This design comes from an exercise in tuning for small area and a short achievable clock period on the open sky130 flow, not from production work. The RTL was checked by simulation tests, not by an equivalence proof against the original design.

==> trial 6 <==
// sym4_dec_fir_fp32
module sym4_dec_fir_fp32 #(
    parameter [31:0] DEC_H0 = 32'hbd9b2b0e,  
    parameter [31:0] DEC_H1 = 32'hbcf2c635,  
    parameter [31:0] DEC_H2 = 32'h3efec7e0,  
    parameter [31:0] DEC_H3 = 32'h3f4dc1d3,  
    parameter [31:0] DEC_H4 = 32'h3e9880d1,  
    parameter [31:0] DEC_H5 = 32'hbdcb339e,  
    parameter [31:0] DEC_H6 = 32'hbc4e80df,  
    parameter [31:0] DEC_H7 = 32'h3d03fc5f   
)(
    input         clk,
    input         rstn,
    input         din_valid,
    input  [31:0] din,
    output        dout_valid,
    output [31:0] dout
);
localparam M0 = 1, M1 = 1, M2 = 1;        
localparam A1 = 1, A2 = 1, A3 = 1;        
localparam LM = M0 + M1 + M2;
localparam LA = A1 + A2 + A3;
localparam [31:0] P1_INIT  = 32'h00000000;    
localparam [31:0] P2_INIT  = 32'h80000000;    
localparam [31:0] P3_INIT  = 32'h80000000;    
localparam [31:0] S23_INIT = 32'h80000000;    
reg        phase;
reg        v0;
reg        par0;
reg [31:0] x0;
reg [25:0] m30;                            
reg        xh0, xnan0, xinf0, xzero0;      
wire [23:0] din_m = {(din[30:23] != 8'h0), din[22:0]};
always @(posedge clk or negedge rstn) begin
    if (!rstn) begin
        phase <= 1'b0;
        v0    <= 1'b0;
    end else begin
        v0 <= din_valid;
        if (din_valid) phase <= ~phase;
    end
end
  ...
==> module fadd, before the edit <==
module fadd #(parameter R1 = 1, parameter R2 = 1, parameter R3 = 1) (
    input         clk,
    input  [31:0] a,
    input  [31:0] b,
    output [31:0] y
);
    wire        swap = a[30:0] < b[30:0];
    wire [7:0]  dab  = a[30:23] - b[30:23];
    wire [7:0]  dba  = b[30:23] - a[30:23];
    wire [31:0] big  = swap ? b : a;
    wire [31:0] sml  = swap ? a : b;
    wire [7:0]  sh   = swap ? dba : dab;
    wire [7:0]  eb   = big[30:23];
    wire [23:0] mb   = {(eb != 8'h0), big[22:0]};
    wire [23:0] ms   = {(sml[30:23] != 8'h0), sml[22:0]};
    wire        sub  = a[31] ^ b[31];
    wire nan_a = (&a[30:23]) & (|a[22:0]);
    wire nan_b = (&b[30:23]) & (|b[22:0]);
    wire inf_a = (&a[30:23]) & ~(|a[22:0]);
    wire inf_b = (&b[30:23]) & ~(|b[22:0]);
    wire zz    = ~(|a[30:0]) & ~(|b[30:0]);
    wire nanr  = nan_a | nan_b | (inf_a & inf_b & (a[31] ^ b[31]));
    wire infr  = inf_a | inf_b;
    wire sgn   = zz ? (a[31] | b[31]) : big[31];
    reg st;
    integer j;
    always @* begin
        st = 1'b0;
        for (j = 0; j < 24; j = j + 1)
            if (ms[j] && sh >= j + 3 && sh <= j + 24) st = 1'b1;
    end
    wire [25:0] t8   = {ms, 2'b00} >> {sh[7:3], 3'b000};
    wire [23:0] mb1; wire [25:0] t81; wire [2:0] sh1; wire st1, sub1, sgn1, nan1, inf1, zz1; wire [7:0] eb1;
    pipe #(.W(24+26+3+6+8), .EN(R1)) u_p1(clk, {mb, t8, sh[2:0], st, sub, sgn, nanr, infr, zz, eb},
                                          {mb1, t81, sh1, st1, sub1, sgn1, nan1, inf1, zz1, eb1});
    wire [25:0] t    = t81 >> sh1;
    wire [25:0] tt1  = sub1 ? ~t : t;
    wire        ci1  = sub1 & ~st1;
    wire [27:0] rs = {1'b0, mb1, 2'b00, ci1} + {1'b0, {1'b0, tt1} | {sub1, 26'h0}, ci1};
    wire [26:0] r  = rs[27:1];
    wire [8:0]  ep = {1'b0, eb1} + 9'd1;
    wire [26:0] r2; wire sgn2, nan2, inf2, zz2; wire [8:0] ep2;
    pipe #(.W(27+4+9), .EN(R2)) u_p2(clk, {r, sgn1, nan1, inf1, zz1, ep}, {r2, sgn2, nan2, inf2, zz2, ep2});
    wire [31:0] v   = {r2, 5'h0};
    wire [15:0] g2;
    wire [7:0]  g4;
    wire [3:0]  g8;
    wire [1:0]  g16;
    genvar gi;
    generate
        for (gi = 0; gi < 16; gi = gi + 1) begin : g_or2
            assign g2[gi] = v[2*gi+1] | v[2*gi];
        end
        for (gi = 0; gi < 8; gi = gi + 1) begin : g_or4
            assign g4[gi] = g2[2*gi+1] | g2[2*gi];
        end
        for (gi = 0; gi < 4; gi = gi + 1) begin : g_or8
            assign g8[gi] = g4[2*gi+1] | g4[2*gi];
        end
        for (gi = 0; gi < 2; gi = gi + 1) begin : g_or16
            assign g16[gi] = g8[2*gi+1] | g8[2*gi];
        end
    endgenerate
    wire        z4 = ~g16[1];
    wire        z3 = ~g8[{~z4, 1'b1}];
    wire        z2 = ~g4[{~z4, ~z3, 1'b1}];
    wire        z1 = ~g2[{~z4, ~z3, ~z2, 1'b1}];
    wire        z0 = ~v[{~z4, ~z3, ~z2, ~z1, 1'b1}];
    wire [4:0]  lz = {z4, z3, z2, z1, z0};
    wire [26:0] n4 = z4 ? {r2[10:0], 16'h0} : r2;
    wire [26:0] n3 = z3 ? {n4[18:0], 8'h0} : n4;
    wire [26:0] n2 = z2 ? {n3[22:0], 4'h0} : n3;
    wire [26:0] n1 = z1 ? {n2[24:0], 2'h0} : n2;
    wire [26:0] rn = z0 ? {n1[25:0], 1'h0} : n1;
    wire        zr = (r2[26:2] == 25'h0);               
    wire [7:0]  e8   = ep2[7:0] - {3'h0, lz};
    wire        ez   = (ep2 == {4'h0, lz});
    wire        eo   = ({4'h0, lz} > ep2) | ((ep2 == 9'd255) & (lz == 5'd0));
    wire [31:0] res  = nan2 ? 32'h7fc00000 :
                       inf2 ? {sgn2, 8'hff, 23'h0} :
                       zz2 ? {sgn2, 31'h0} :
                       zr ? 32'h0 :
                       ez ? 32'h0 :
                       eo ? {sgn2, 8'hff, 23'h0} :
                       {sgn2, e8, rn[25:3]};
    pipe #(.W(32), .EN(R3)) u_p3(clk, res, y);
endmodule
clock: 10.0 ns
lec_check: 0
cap_margin: 20
core_margin: 2
core_utilization: 55
cts_cluster_diameter: 100
cts_cluster_size: 20
place_density: 0.7
slew_margin: 20
standard.sh (not shown) runs the stock make flow with config.mk's settings and CLKGATE_MAP_FILE= SYNTH_SCRIPT=/design/flow/synth_recipe.tcl, a recipe that flattens the netlist after the stock synthesis.
==> flow/flow/run.sh <==
#!/bin/bash
set -euo pipefail
bash standard.sh SETUP_SLACK_MARGIN=5.5 finish > flow_make.log 2>&1
==> inputs of build 64, as changes to trial 6 <==
--- a/flow/design.v
+++ b/flow/design.v
@@ -1284,4 +1284,8 @@
     wire infr  = inf_a | inf_b;
     wire sgn   = zz ? (a[31] | b[31]) : big[31];
+    wire [23:0] mb1, ms1; wire [7:0] sh1; wire sub1, sgn1, nan1, inf1, zz1; wire [7:0] eb1;
+    pipe #(.W(24+24+8+5+8), .EN(R1)) u_p1(clk, {mb, ms, sh, sub, sgn, nanr, infr, zz, eb},
+                                          {mb1, ms1, sh1, sub1, sgn1, nan1, inf1, zz1, eb1});
+    wire [25:0] t    = {ms1, 2'b00} >> sh1;
     reg st;
     integer j;
@@ -1289,13 +1293,8 @@
         st = 1'b0;
         for (j = 0; j < 24; j = j + 1)
-            if (ms[j] && sh >= j + 3 && sh <= j + 24) st = 1'b1;
+            if (ms1[j] && sh1 >= j + 3 && sh1 <= j + 24) st = 1'b1;
     end
-    wire [25:0] t8   = {ms, 2'b00} >> {sh[7:3], 3'b000};
-    wire [23:0] mb1; wire [25:0] t81; wire [2:0] sh1; wire st1, sub1, sgn1, nan1, inf1, zz1; wire [7:0] eb1;
-    pipe #(.W(24+26+3+6+8), .EN(R1)) u_p1(clk, {mb, t8, sh[2:0], st, sub, sgn, nanr, infr, zz, eb},
-                                          {mb1, t81, sh1, st1, sub1, sgn1, nan1, inf1, zz1, eb1});
-    wire [25:0] t    = t81 >> sh1;
     wire [25:0] tt1  = sub1 ? ~t : t;
-    wire        ci1  = sub1 & ~st1;
+    wire        ci1  = sub1 & ~st;
     wire [27:0] rs = {1'b0, mb1, 2'b00, ci1} + {1'b0, {1'b0, tt1} | {sub1, 26'h0}, ci1};
     wire [26:0] r  = rs[27:1];
@@ -1303,35 +1302,15 @@
     wire [26:0] r2; wire sgn2, nan2, inf2, zz2; wire [8:0] ep2;
     pipe #(.W(27+4+9), .EN(R2)) u_p2(clk, {r, sgn1, nan1, inf1, zz1, ep}, {r2, sgn2, nan2, inf2, zz2, ep2});
-    wire [31:0] v   = {r2, 5'h0};
-    wire [15:0] g2;
-    wire [7:0]  g4;
-    wire [3:0]  g8;
-    wire [1:0]  g16;
-    genvar gi;
-    generate
-        for (gi = 0; gi < 16; gi = gi + 1) begin : g_or2
-            assign g2[gi] = v[2*gi+1] | v[2*gi];
-        end
-        for (gi = 0; gi < 8; gi = gi + 1) begin : g_or4
-            assign g4[gi] = g2[2*gi+1] | g2[2*gi];
-        end
-        for (gi = 0; gi < 4; gi = gi + 1) begin : g_or8
-            assign g8[gi] = g4[2*gi+1] | g4[2*gi];
-        end
-        for (gi = 0; gi < 2; gi = gi + 1) begin : g_or16
-            assign g16[gi] = g8[2*gi+1] | g8[2*gi];
-        end
-    endgenerate
-    wire        z4 = ~g16[1];
-    wire        z3 = ~g8[{~z4, 1'b1}];
-    wire        z2 = ~g4[{~z4, ~z3, 1'b1}];
-    wire        z1 = ~g2[{~z4, ~z3, ~z2, 1'b1}];
-    wire        z0 = ~v[{~z4, ~z3, ~z2, ~z1, 1'b1}];
-    wire [4:0]  lz = {z4, z3, z2, z1, z0};
+    wire        z4 = ~(|r2[26:11]);
     wire [26:0] n4 = z4 ? {r2[10:0], 16'h0} : r2;
+    wire        z3 = ~(|n4[26:19]);
     wire [26:0] n3 = z3 ? {n4[18:0], 8'h0} : n4;
+    wire        z2 = ~(|n3[26:23]);
     wire [26:0] n2 = z2 ? {n3[22:0], 4'h0} : n3;
+    wire        z1 = ~(|n2[26:25]);
     wire [26:0] n1 = z1 ? {n2[24:0], 2'h0} : n2;
+    wire        z0 = ~n1[26];
     wire [26:0] rn = z0 ? {n1[25:0], 1'h0} : n1;
+    wire [4:0]  lz = {z4, z3, z2, z1, z0};
     wire        zr = (r2[26:2] == 25'h0);               
     wire [7:0]  e8   = ep2[7:0] - {3'h0, lz};
==> inputs of build 86, as changes to trial 6 <==
--- a/flow/design.v
+++ b/flow/design.v
@@ -1284,4 +1284,8 @@
     wire infr  = inf_a | inf_b;
     wire sgn   = zz ? (a[31] | b[31]) : big[31];
+    wire [23:0] mb1, ms1; wire [7:0] sh1; wire sub1, sgn1, nan1, inf1, zz1; wire [7:0] eb1;
+    pipe #(.W(24+24+8+5+8), .EN(R1)) u_p1(clk, {mb, ms, sh, sub, sgn, nanr, infr, zz, eb},
+                                          {mb1, ms1, sh1, sub1, sgn1, nan1, inf1, zz1, eb1});
+    wire [25:0] t    = {ms1, 2'b00} >> sh1;
     reg st;
     integer j;
@@ -1289,13 +1293,8 @@
         st = 1'b0;
         for (j = 0; j < 24; j = j + 1)
-            if (ms[j] && sh >= j + 3 && sh <= j + 24) st = 1'b1;
+            if (ms1[j] && sh1 >= j + 3 && sh1 <= j + 24) st = 1'b1;
     end
-    wire [25:0] t8   = {ms, 2'b00} >> {sh[7:3], 3'b000};
-    wire [23:0] mb1; wire [25:0] t81; wire [2:0] sh1; wire st1, sub1, sgn1, nan1, inf1, zz1; wire [7:0] eb1;
-    pipe #(.W(24+26+3+6+8), .EN(R1)) u_p1(clk, {mb, t8, sh[2:0], st, sub, sgn, nanr, infr, zz, eb},
-                                          {mb1, t81, sh1, st1, sub1, sgn1, nan1, inf1, zz1, eb1});
-    wire [25:0] t    = t81 >> sh1;
     wire [25:0] tt1  = sub1 ? ~t : t;
-    wire        ci1  = sub1 & ~st1;
+    wire        ci1  = sub1 & ~st;
     wire [27:0] rs = {1'b0, mb1, 2'b00, ci1} + {1'b0, {1'b0, tt1} | {sub1, 26'h0}, ci1};
     wire [26:0] r  = rs[27:1];
@@ -1303,35 +1302,15 @@
     wire [26:0] r2; wire sgn2, nan2, inf2, zz2; wire [8:0] ep2;
     pipe #(.W(27+4+9), .EN(R2)) u_p2(clk, {r, sgn1, nan1, inf1, zz1, ep}, {r2, sgn2, nan2, inf2, zz2, ep2});
-    wire [31:0] v   = {r2, 5'h0};
-    wire [15:0] g2;
-    wire [7:0]  g4;
-    wire [3:0]  g8;
-    wire [1:0]  g16;
-    genvar gi;
-    generate
-        for (gi = 0; gi < 16; gi = gi + 1) begin : g_or2
-            assign g2[gi] = v[2*gi+1] | v[2*gi];
-        end
-        for (gi = 0; gi < 8; gi = gi + 1) begin : g_or4
-            assign g4[gi] = g2[2*gi+1] | g2[2*gi];
-        end
-        for (gi = 0; gi < 4; gi = gi + 1) begin : g_or8
-            assign g8[gi] = g4[2*gi+1] | g4[2*gi];
-        end
-        for (gi = 0; gi < 2; gi = gi + 1) begin : g_or16
-            assign g16[gi] = g8[2*gi+1] | g8[2*gi];
-        end
-    endgenerate
-    wire        z4 = ~g16[1];
-    wire        z3 = ~g8[{~z4, 1'b1}];
-    wire        z2 = ~g4[{~z4, ~z3, 1'b1}];
-    wire        z1 = ~g2[{~z4, ~z3, ~z2, 1'b1}];
-    wire        z0 = ~v[{~z4, ~z3, ~z2, ~z1, 1'b1}];
-    wire [4:0]  lz = {z4, z3, z2, z1, z0};
+    wire        z4 = ~(|r2[26:11]);
     wire [26:0] n4 = z4 ? {r2[10:0], 16'h0} : r2;
+    wire        z3 = ~(|n4[26:19]);
     wire [26:0] n3 = z3 ? {n4[18:0], 8'h0} : n4;
+    wire        z2 = ~(|n3[26:23]);
     wire [26:0] n2 = z2 ? {n3[22:0], 4'h0} : n3;
+    wire        z1 = ~(|n2[26:25]);
     wire [26:0] n1 = z1 ? {n2[24:0], 2'h0} : n2;
+    wire        z0 = ~n1[26];
     wire [26:0] rn = z0 ? {n1[25:0], 1'h0} : n1;
+    wire [4:0]  lz = {z4, z3, z2, z1, z0};
     wire        zr = (r2[26:2] == 25'h0);               
     wire [7:0]  e8   = ep2[7:0] - {3'h0, lz};
==> flow/flow/run.sh (replaced) <==
#!/bin/bash
set -euo pipefail
bash standard.sh SETUP_SLACK_MARGIN=6 finish > flow_make.log 2>&1
==> impl_metrics.py <==
metrics = {
    "floorplan": {
        "start_util_pct": 55.3,
    },
    "logic_synthesis": {
        "yosys.area.top_type_share_pct": 24.1,
        "syn_nets": 14300,
        "synth_seq_cells": 1714,
        "syn_avg_cell_area_um2": 8.86,
    },
    "timing": {
        "setup_ws_ns": 5.36,
    },
    "outcome": {
        "status": "complete, no violations",
    },
    "layout": {
        "final_cells": 15900,
        "layout-drive-gt1-share_pct": 13.7,
        "num-multi-input-gates": 9440,
    },
    "global_routing": {
        "grt_max_degree": 104,
        "grt_util_met2_pct": 54.7,
    },
    "clock_network": {
        "cts_sinks": 1714,
        "path_clk_slew_ns": 0.09,
    },
    "worst_setup_path": {
        "worst-path-stages": 18,
        "endpoint": "u_a1.u_p2.g_reg.r[39]$_DFF_P_",
        "r2r_start": "u_a1.u_p1.g_reg.r[13]$_DFF_P_",
        "cpPeakStageDelay_ns": 0.53,
    },
    "routing": {
        "m1WireLength_mm": 163,
    },
}
(the above is from build 64)
==> impl_metrics.py <==
metrics = {
    "logic_synthesis": {
        "yosys.area.top_type_share_pct": 23.9,
        "syn_nets": 14300,
        "syn_avg_cell_area_um2": 8.80,
    },
    "routing": {
        "m1WireLength_mm": 163,
    },
    "clock_network": {
        "cts_sinks": 1702,
        "path_clk_slew_ns": 0.08,
    },
    "global_routing": {
        "grt_util_met2_pct": 57.7,
        "grt_max_degree": 97,
    },
    "worst_setup_path": {
        "endpoint": "u_b0.u_p3.g_reg.r[0]$_SDFF_PP0_",
        "cpPeakStageDelay_ns": 0.54,
    },
    "outcome": {
        "status": "complete, no violations",
    },
}
(the above is from trial 6)
==> impl_metrics.py <==
metrics = {
    "logic_synthesis": {
        "yosys.area.top_type_share_pct": 24.1,
        "synth.distinct_cells": 135,
        "synth_seq_cells": 1714,
        "syn_avg_cell_area_um2": 8.86,
        "synth.most_common_cell": "dfxtp_1",
        "syn_nets": 14300,
    },
    "global_routing": {
        "grt_max_degree": 99,
        "grt_util_met2_pct": 59.1,
    },
    "floorplan": {
        "start_util_pct": 55.3,
    },
    "place": {
        "post-place-ws_ns": 3.62,
        "dp.cells": 15300,
    },
    "worst_setup_path": {
        "r2r_start": "u_a3.u_p1.g_reg.r[13]$_DFF_P_",
        "endpoint": "u_a3.u_p2.g_reg.r[39]$_DFF_P_",
        "worst-path-stages": 21,
    },
    "timing": {
        "setup_ws_ns": 5.31,
    },
    "layout": {
        "layout-drive-gt1-share_pct": 20.0,
        "final_cells": 16300,
        "num-multi-input-gates": 9453,
    },
    "outcome": {
        "status": "complete, no violations",
    },
    "routing": {
        "m1WireLength_mm": 162,
    },
}
(the above is from build 86)

==> what the ideal ports hide <==
The flow's constraints put no driver on any port. The routed layouts listed below were extracted and timed again, unchanged, in two steps. Step 1 (the two cells are an assumption about what drives the block):
set clk [get_ports {clk}]
set_driving_cell -lib_cell sky130_fd_sc_hd__clkbuf_16 $clk
set_driving_cell -lib_cell sky130_fd_sc_hd__buf_2 [delete_from_list [all_inputs] $clk]
Step 2, shift: input delay + t, output delay - t, t = (earliest + latest rising clock arrival at the registers) / 2. This alone moves slack from input paths to output paths. Slacks: no drivers / after step 1 / after step 2; pairs: no drivers / after step 1.
| run | shift t [ns] | setup WS [ns] | hold slack, ns | pins driven straight from the clock port |
|---|---|---|---|---|
| trial 6 | 0.883 | 5.190 / 5.190 / 4.879 | 0.327 / 0.327 / 0.327 | 1 |
| build 64 | 0.873 | 5.365 / 5.365 / 4.792 | 0.324 / 0.324 / 0.324 | 1 |
| build 86 | 0.875 | 5.314 / 5.314 / 5.025 | 0.325 / 0.325 / 0.325 | 1 |
After both steps setup and hold are still met in every run listed. The setup slack of build 64, which loses most, moves by 0.000 ns with the drivers and by -0.573 ns with both steps.
